Context: an optimization exercise on an open-source flow, tuned for small area. The choices shown serve that exercise and are no tape-out recipe. RTL that was checked went through simulation tests only; none was proved equivalent to the original. Power figures rest on the tool's default switching activity, not on a simulated workload.

==> try-tundra <==
==> flow/design.v <==
localparam int unsigned BAUD_1900_RATE   = 1900;
localparam int unsigned BAUD_19200_RATE  = 19200;
localparam int unsigned BAUD_57600_RATE  = 57600;
localparam int unsigned BAUD_115200_RATE = 115200;
module baud_gen #(
  parameter  int unsigned ClockFrequency   = 50_000_000,
  parameter  int unsigned OverSampleRate   = 16,
  localparam int unsigned Baud1900Divsor   = ClockFrequency / (BAUD_1900_RATE   * OverSampleRate),
  localparam int unsigned Baud19200Divsor  = ClockFrequency / (BAUD_19200_RATE  * OverSampleRate),
  localparam int unsigned Baud57600Divsor  = ClockFrequency / (BAUD_57600_RATE  * OverSampleRate),
  localparam int unsigned Baud115200Divsor = ClockFrequency / (BAUD_115200_RATE * OverSampleRate),
  localparam int unsigned W                = $clog2(Baud1900Divsor)
) (
  input  logic       clk_i,
  input  logic       rst_i,
  input  logic       busy_i,
  input  logic [1:0] baud_sel_i,
  output logic       baud_clk_o
);
  localparam logic [10:0] Seed = 11'h001;
  function automatic logic [10:0] lfsr_after(input int unsigned n);
    logic [10:0] s;
    s = Seed;
    for (int unsigned i = 0; i < n; i++) s = {s[9:0], s[10] ^ s[8]};
    lfsr_after = s;
  endfunction
  localparam logic [10:0] L0 = lfsr_after(Baud1900Divsor   - 1);
  localparam logic [10:0] L1 = lfsr_after(Baud19200Divsor  - 1);
  localparam logic [10:0] L2 = lfsr_after(Baud57600Divsor  - 1);
  localparam logic [10:0] L3 = lfsr_after(Baud115200Divsor - 1);
  logic [1:0]  sel_q;
  logic [10:0] count_q;
  logic        adopt, hit;
  always_comb begin
    case (sel_q)
      2'd0:    hit = (count_q == L0);
      2'd1:    hit = (count_q == L1);
      2'd2:    hit = (count_q == L2);
      default: hit = (count_q == L3);
    endcase
  end
  assign adopt      = (baud_sel_i != sel_q) && !busy_i;
  assign baud_clk_o = hit && !adopt;
  always_ff @(posedge clk_i or posedge rst_i) begin
    if (rst_i) begin
      count_q <= Seed;
      sel_q   <= 2'd0;
    end else begin
      count_q <= (adopt || hit) ? Seed : {count_q[9:0], count_q[10] ^ count_q[8]};
      if (!busy_i) sel_q <= baud_sel_i;
    end
  end
endmodule
module rx_fifo (
  input  logic       clk_i,
  input  logic       rst_i,
  input  logic       rd_en_i,
  input  logic       wr_en_i,
  input  logic [7:0] wdata_i,
  output logic       full_o,
  output logic       empty_o,
  output logic [7:0] rdata_o
);
  logic [127:0] ring_q;
  logic [4:0]   rd_ptr, wr_ptr;
  logic         pend_q;
  logic         commit, rd_valid, wr_valid;
  logic [4:0]   rd_next1;
  assign empty_o  = (rd_ptr == wr_ptr);
  assign full_o   = (rd_ptr == {~wr_ptr[4], wr_ptr[3:0]});
  assign rd_valid = rd_en_i && !empty_o;
  assign wr_valid = wr_en_i && !full_o;
  assign commit   = pend_q && (wr_ptr[3:0] == 4'd0);
  assign rd_next1 = rd_ptr + 5'd1;
  logic [15:0] rsel;
  logic [7:0]  head;
  always_comb begin
    head = '0;
    for (int i = 0; i < 16; i++) begin
      rsel[i] = (rd_ptr[3:0] == 4'(i));
      head    = head | ({8{rsel[i]}} & ring_q[i*8 +: 8]);
    end
  end
  assign rdata_o = (pend_q && (rd_next1 == wr_ptr)) ? wdata_i : head;
  always_ff @(posedge clk_i or posedge rst_i) begin
    if (rst_i) begin
      rd_ptr <= '0;
      wr_ptr <= '0;
      pend_q <= 1'b0;
    end else begin
      rd_ptr <= rd_ptr + {3'b000, rd_valid, !rd_valid};
      wr_ptr <= wr_ptr + {3'b000, wr_valid, !wr_valid};
      if (wr_valid)    pend_q <= 1'b1;
      else if (commit) pend_q <= 1'b0;
    end
  end
  always_ff @(posedge clk_i) begin
    ring_q <= {ring_q[119:0], commit ? wdata_i : ring_q[127:120]};
  end
endmodule
module uart_rx (
  input  logic       clk_i,
  input  logic       rst_i,
  input  logic       baud_clk_i,
  input  logic       rxd_i,
  output logic       valid_o,
  output logic       busy_o,
  output logic [7:0] data_o
);
  logic rxd_r, rxd;
  always_ff @(posedge clk_i) begin
    rxd_r <= rxd_i;
    rxd   <= rxd_r;
  end
  logic       act_q;     
  logic       start_q;   
  logic [3:0] tick_q;
  logic [8:0] sb_q;      
  logic end_bit;
  assign end_bit = start_q ? (tick_q[2:0] == 3'd7) : (tick_q == 4'd15);
  assign busy_o  = act_q;
  assign data_o  = sb_q[8:1];
  assign valid_o = baud_clk_i && act_q && !start_q && sb_q[0] && end_bit && rxd;
  always_ff @(posedge clk_i or posedge rst_i) begin
    if (rst_i) begin
      act_q   <= 1'b0;
      start_q <= 1'b0;
      tick_q  <= '0;
    end else if (baud_clk_i) begin
      if (!act_q) begin
        if (!rxd) begin
          act_q   <= 1'b1;
          start_q <= 1'b1;
        end
      end else begin
        tick_q <= {tick_q[3] ^ (&tick_q[2:0]) & !start_q, tick_q[2:0] + 3'd1};
        if (end_bit) begin
          start_q <= 1'b0;
          if (start_q) act_q <= !rxd;
          else if (sb_q[0]) act_q <= 1'b0;
        end
      end
    end
  end
  always_ff @(posedge clk_i) begin
    if (baud_clk_i && act_q && end_bit) begin
      if (start_q) sb_q <= 9'h100;
      else if (!sb_q[0]) sb_q <= {rxd, sb_q[8:1]};
    end
  end
endmodule
module uart_tx (
  input  logic       clk_i,
  input  logic       rst_i,
  input  logic       baud_clk_i,
  input  logic       wr_en_i,
  input  logic [7:0] wdata_i,
  output logic       full_o,
  output logic       empty_o,
  output logic       txd_o,
  output logic       busy_o
);
  localparam int unsigned Rows = 17;
  function automatic logic [4:0] step17(input logic [4:0] p, input logic e);
    logic [4:0] s;
    s = p + {3'b000, e, !e};
    step17 = (s[4] && (s[1] || s[0])) ? {4'b0000, s[1]} : s;
  endfunction
  logic [7:0] row_q [Rows];
  logic [4:0] rd_ptr, wr_ptr, rd_next1, wr_next1;
  logic       wr_valid, pop;
  logic [3:0] ph_q;
  logic [3:0] tick_q;
  logic       txd_q, nxt_q;
  logic       bit_end;
  assign rd_next1 = step17(rd_ptr, 1'b0);
  assign wr_next1 = step17(wr_ptr, 1'b0);
  assign empty_o  = (rd_ptr == wr_ptr);
  assign full_o   = (rd_ptr == wr_next1);
  assign wr_valid = wr_en_i && !full_o;
  assign busy_o   = (ph_q != 4'd0);
  assign pop      = !busy_o && !empty_o;
  assign bit_end  = busy_o && baud_clk_i && (tick_q == 4'd15);
  assign txd_o    = txd_q;
  always_ff @(posedge clk_i or posedge rst_i) begin
    if (rst_i) begin
      rd_ptr <= '0;
      wr_ptr <= '0;
      ph_q   <= '0;
      tick_q <= '0;
      txd_q  <= 1'b1;
    end else begin
      rd_ptr <= step17(rd_ptr, pop);
      wr_ptr <= step17(wr_ptr, wr_valid);
      if (busy_o && baud_clk_i) tick_q <= tick_q + 4'd1;
      if (pop) begin
        ph_q  <= 4'd6;
        txd_q <= 1'b0;
      end else if (bit_end) begin
        ph_q  <= ph_q + 4'd1;
        txd_q <= (ph_q[3:1] == 3'b111) ? 1'b1 : nxt_q;
      end
    end
  end
  always_ff @(posedge clk_i) begin
    for (int q = 0; q < Rows; q++) begin
      if (q == 0) begin
        if (wr_valid && wr_ptr == 5'(Rows - 1)) row_q[q] <= wdata_i;
        else                                   row_q[q] <= row_q[Rows-1];
      end else if (q % 2 == 1) begin
        if (wr_valid && wr_ptr == 5'(q - 1)) row_q[q] <= ~wdata_i;
        else                                 row_q[q] <= ~row_q[q-1];
      end else begin
        if (wr_valid && wr_ptr == 5'(q - 1)) row_q[q] <= wdata_i;
        else                                 row_q[q] <= ~row_q[q-1];
      end
    end
  end
  logic [2:0] bsel;
  assign bsel = ph_q[2:0] + 3'd2;
  always_ff @(posedge clk_i) begin
    if (rd_ptr == 5'd0) nxt_q <= row_q[Rows-1][bsel];
  end
endmodule
module uart_ctrl #(
  parameter int unsigned UartDataWidth  = 8,
  parameter int unsigned BusDataWidth   = 32,
  parameter int unsigned FifoDepth      = 16,
  parameter int unsigned ClockFrequency = 50_000_000,
  parameter int unsigned OverSampleRate = 16
) (
  input  logic                    clk_i,
  input  logic                    rst_i,
  input  logic                    rxd_i,
  input  logic                    bus_wr_en_i,
  input  logic [BusDataWidth-1:0] bus_addr_i,
  input  logic [BusDataWidth-1:0] bus_wdata_i,
  output logic                    txd_o,
  output logic [BusDataWidth-1:0] bus_rdata_o
);
  logic       baud_clk;
  logic       rx_valid, rx_busy_r, rx_busy, tx_busy;
  logic [7:0] rx_data, rx_fifo_rdata;
  logic       rx_fifo_full, rx_fifo_empty, tx_fifo_full, tx_fifo_empty;
  logic [1:0] baud_rate_q;
  logic rd_sel, wr_sel;
  assign rd_sel = !bus_wr_en_i;
  assign wr_sel =  bus_wr_en_i;
  always_ff @(posedge clk_i or posedge rst_i) begin
    if (rst_i) begin
      rx_busy     <= 1'b0;
      baud_rate_q <= 2'b00;
    end else begin
      rx_busy <= rx_busy_r;
      if (wr_sel && bus_addr_i[1:0] == 2'b00) baud_rate_q <= bus_wdata_i[1:0];
    end
  end
  always_comb begin
    bus_rdata_o = '0;
    if (rd_sel) begin
      case (bus_addr_i[1:0])
        2'b00: bus_rdata_o[1:0] = baud_rate_q;
        2'b01: bus_rdata_o[6:0] = {tx_fifo_empty, tx_fifo_full, rx_fifo_full, ~rx_fifo_empty,
                                   tx_busy, rx_busy, rx_valid};
        2'b10: if (!rx_fifo_empty) bus_rdata_o[7:0] = rx_fifo_rdata;
        default: ;
      endcase
    end
  end
  baud_gen #(
    .ClockFrequency(ClockFrequency),
    .OverSampleRate(OverSampleRate)
  ) baud_generator (
    .clk_i(clk_i),
    .rst_i(rst_i),
    .busy_i(rx_busy || tx_busy),
    .baud_sel_i(baud_rate_q),
    .baud_clk_o(baud_clk)
  );
  uart_rx uart_reciever (
    .clk_i(clk_i),
    .rst_i(rst_i),
    .baud_clk_i(baud_clk),
    .rxd_i(rxd_i),
    .valid_o(rx_valid),
    .busy_o(rx_busy_r),
    .data_o(rx_data)
  );
  rx_fifo recieve_fifo (
    .clk_i(clk_i),
    .rst_i(rst_i),
    .rd_en_i(rd_sel && bus_addr_i[1:0] == 2'b10),
    .wr_en_i(rx_valid),
    .wdata_i(rx_data),
    .full_o(rx_fifo_full),
    .empty_o(rx_fifo_empty),
    .rdata_o(rx_fifo_rdata)
  );
  uart_tx uart_transmitter (
    .clk_i(clk_i),
    .rst_i(rst_i),
    .baud_clk_i(baud_clk),
    .wr_en_i(wr_sel && bus_addr_i[1:0] == 2'b11),
    .wdata_i(bus_wdata_i[7:0]),
    .full_o(tx_fifo_full),
    .empty_o(tx_fifo_empty),
    .txd_o(txd_o),
    .busy_o(tx_busy)
  );
endmodule
==> flow/flow/run.sh <==
#!/bin/bash
# Layout flow: the standard ORFS flow (standard.sh) with these changes:
#  - synthesis: the standard flow's own synthesis script (synth_recipe.tcl, unchanged) but
#    ABC maps with its default liberty script (no ORFS speed script, so no
#    buffering/upsizing at synthesis) and no separate adder extraction;
#    registers are mapped exactly as in the standard synthesis;
#  - one tie cell drives all constant outputs (no tie fan-out repair);
#  - port buffers are buf_1 cells;
#  - after placement repair, a power-recovery pass of repair_timing downsizes
#    cells on paths with slack (flow/recover.tcl);
#  - clock tree synthesis without dummy loads, clkbuf_4 clusters of up to 10
#    sinks.
# Each step's full output goes to the ORFS logs under orfs/logs/; make's own
# output goes to flow_make.log in the work folder.
set -euo pipefail
W=$(pwd)
cat > "$W/flow_synth.tcl" <<EOT
proc abc {args} {
  set keep {}
  set skip 0
  foreach a \$args {
    if {\$skip} { set skip 0; continue }
    if {\$a eq "-script" || \$a eq "-constr"} { set skip 1; continue }
    lappend keep \$a
  }
  yosys abc {*}\$keep
}
source $W/synth_recipe.tcl
EOT
CTS="-sink_clustering_enable -repair_clock_nets -dont_use_dummy_load -sink_clustering_size 10 -sink_clustering_max_diameter 40 -buf_list sky130_fd_sc_hd__clkbuf_4"
bash "$W/standard.sh" \
  "SYNTH_SCRIPT=$W/flow_synth.tcl" \
  "ADDER_MAP_FILE=" \
  "SKIP_REPAIR_TIE_FANOUT=1" \
  "CTS_ARGS=$CTS" \
  "BUFFER_PORTS_ARGS=-buffer_cell sky130_fd_sc_hd__buf_1" \
  "POST_RESIZE_TCL=$W/flow/recover.tcl" \
  finish > "$W/flow_make.log" 2>&1
==> flow/flow/recover.tcl <==
puts "AREA before recover: [rsz::design_area]"
repair_timing -recover_power 100 -verbose
puts "AREA after recover: [rsz::design_area]"
==> flow/standard.sh <==
#!/bin/bash
# synth_recipe.tcl (not shown) runs the flow's synth.tcl, then flattens the netlist and writes it again
# the make line also repeats each setting of config.mk as NAME=value (left out here)
make -C /OpenROAD-flow-scripts/flow DESIGN_CONFIG=/design/flow/config.mk WORK_HOME=/design/flow/orfs CLKGATE_MAP_FILE= SYNTH_SCRIPT=/design/flow/synth_recipe.tcl "${@:-finish}"
==> flow/config.mk <==
export PLATFORM = sky130hd
export DESIGN_NAME = uart_ctrl
export DESIGN_NICKNAME = uart_ctrl
export VERILOG_FILES = /design/flow/design.v
export SDC_FILE = /design/flow/constraint.sdc
export NUM_CORES = 4
export LEC_CHECK = 0
export CAP_MARGIN = 20
export CORE_MARGIN = 2
export CORE_UTILIZATION = 40
export SLEW_MARGIN = 20
==> flow/constraint.sdc <==
create_clock -name core_clock -period 20.0 [get_ports {clk_i}]
set_input_delay 4.0000 -clock core_clock [delete_from_list [all_inputs] [get_ports {clk_i}]]
set_output_delay 4.0000 -clock core_clock [all_outputs]
set_load 0.01 [all_outputs]
==> try-nickel: changes against try-tundra <==
==> flow/design.v, changed modules only <==
module baud_gen #(
  parameter  int unsigned ClockFrequency   = 50_000_000,
  parameter  int unsigned OverSampleRate   = 16,
  localparam int unsigned Baud1900Divsor   = ClockFrequency / (BAUD_1900_RATE   * OverSampleRate),
  localparam int unsigned Baud19200Divsor  = ClockFrequency / (BAUD_19200_RATE  * OverSampleRate),
  localparam int unsigned Baud57600Divsor  = ClockFrequency / (BAUD_57600_RATE  * OverSampleRate),
  localparam int unsigned Baud115200Divsor = ClockFrequency / (BAUD_115200_RATE * OverSampleRate),
  localparam int unsigned W                = $clog2(Baud1900Divsor)
) (
  input  logic       clk_i,
  input  logic       rst_i,
  input  logic       busy_i,
  input  logic [1:0] baud_sel_i,
  output logic       baud_clk_o
);
  localparam logic [W-1:0] L0 = W'(Baud1900Divsor   - 1);
  localparam logic [W-1:0] L1 = W'(Baud19200Divsor  - 1);
  localparam logic [W-1:0] L2 = W'(Baud57600Divsor  - 1);
  localparam logic [W-1:0] L3 = W'(Baud115200Divsor - 1);
  logic [1:0]   sel_q;
  logic [W-1:0] count_q;
  logic [W-1:0] lim;
  logic         adopt, hit;
  always_comb begin
    case (sel_q)
      2'd0:    lim = L0;
      2'd1:    lim = L1;
      2'd2:    lim = L2;
      default: lim = L3;
    endcase
  end
  assign adopt      = (baud_sel_i != sel_q) && !busy_i;
  assign hit        = ((count_q & lim) == lim);
  assign baud_clk_o = hit && !adopt;
  always_ff @(posedge clk_i or posedge rst_i) begin
    if (rst_i) begin
      count_q <= '0;
      sel_q   <= 2'd0;
    end else begin
      count_q <= (adopt || hit) ? '0 : count_q + W'(1);
      if (!busy_i) sel_q <= baud_sel_i;
    end
  end
endmodule
module uart_rx (
  input  logic       clk_i,
  input  logic       rst_i,
  input  logic       baud_clk_i,
  input  logic       rxd_i,
  output logic       valid_o,
  output logic       busy_o,
  output logic [7:0] data_o
);
  logic rxd_r, rxd;
  always_ff @(posedge clk_i or posedge rst_i) begin
    if (rst_i) begin
      rxd_r <= 1'b1;
      rxd   <= 1'b1;
    end else begin
      rxd_r <= rxd_i;
      rxd   <= rxd_r;
    end
  end
  logic       act_q;     
  logic       start_q;   
  logic [3:0] tick_q;
  logic [8:0] sb_q;      
  logic end_bit;
  assign end_bit = start_q ? (tick_q[2:0] == 3'd7) : (tick_q == 4'd15);
  assign busy_o  = act_q;
  assign data_o  = sb_q[8:1];
  assign valid_o = baud_clk_i && act_q && !start_q && sb_q[0] && end_bit && rxd;
  always_ff @(posedge clk_i or posedge rst_i) begin
    if (rst_i) begin
      act_q   <= 1'b0;
      start_q <= 1'b0;
      tick_q  <= '0;
    end else if (baud_clk_i) begin
      if (!act_q) begin
        if (!rxd) begin
          act_q   <= 1'b1;
          start_q <= 1'b1;
        end
      end else begin
        tick_q <= {tick_q[3] ^ (&tick_q[2:0]) & !start_q, tick_q[2:0] + 3'd1};
        if (end_bit) begin
          start_q <= 1'b0;
          if (start_q) act_q <= !rxd;
          else if (sb_q[0]) act_q <= 1'b0;
        end
      end
    end
  end
  always_ff @(posedge clk_i) begin
    if (baud_clk_i && act_q && end_bit) begin
      if (start_q) sb_q <= 9'h100;
      else if (!sb_q[0]) sb_q <= {rxd, sb_q[8:1]};
    end
  end
endmodule
==> qor summary <==
	try-nickel	try-tundra
Worst flop-to-flop path endpoint	uart_transmitter.wr_ptr[3]$_DFF_PP0_	uart_transmitter.row_q[4][1]$_DFF_P_
Comb. pwr	0.262 mW	0.285 mW
Combinational share of power	17.9%	19.1%
Met3 wirelength from detailed routing	1169 um	1206 um
Origin of the worst setup path	bus_addr_i[0]	bus_addr_i[1]
Portion of the layout cell area used by clock cells	2.785%	2.835%
Vias in the first global route	6,816	6,810
Via count	7,147	6,925
GP Congestion	0.7883	0.7706
CP max stage delay	420 ps	380 ps
Number of vias per cell	5.310	5.203
Total of plain and repair buffers excluding clock buffers	47	32
Mean routed wirelength per cell	16.95 um	16.72 um
Result of the run	finished clean	finished clean
Post-synthesis share of cell area spent on xor and xnor gates	3.503%	3.377%
Die Outline Area	0.02884 sq mm	0.02857 sq mm
Syn Inst Count	937	934
Transition time at the pin with the least slew margin	963.7 ps	980.7 ps
Antenna Cells	1	4
Proportion of power drawn by the clock network	20.6%	20.1%
Hold path endpoint	recieve_fifo.ring_q[96]$_DFF_P_	recieve_fifo.ring_q[109]$_DFF_P_
Number of multi-input logic gates	571	574
Count of placed standard cells in the final layout, fillers left out	1,346	1,331
Met1 Use GR	22.95%	22.34%
Synth Cell Area	0.01100 sq mm	0.01089 sq mm
Largest net degree at the start of global routing	55	53
No functional check of the RTL was part of try-nickel.

[afterwards: timing with drivers on the ports]
How much do the figures lean on ideal ports? The routed layouts below were timed once more, with nothing changed but the port constraints.
Step 1 assumes that a clkbuf_16 drives the clock port and a buf_2 every other input.
Step 2 moves the port delays by t, midway between the first and last clock arrival at a register: inputs arrive t later, outputs are due t later. That takes back most of the time a late clock gives input paths.
Slacks: no drivers / after step 1 / after step 2; pairs: no drivers / after step 1.
run	t (ns)	setup slack, ns	hold slack, ns	pins driven straight from the clock port
try-tundra	0.661	10.540 / 10.499 / 10.499	0.234 / 0.234 / 0.234	1
try-nickel	0.677	10.449 / 10.413 / 10.413	0.225 / 0.225 / 0.225	1
After both steps every run listed still meets setup and hold. The setup slack of try-tundra, which loses most, moves by -0.041 ns with the drivers and by -0.041 ns with both steps.
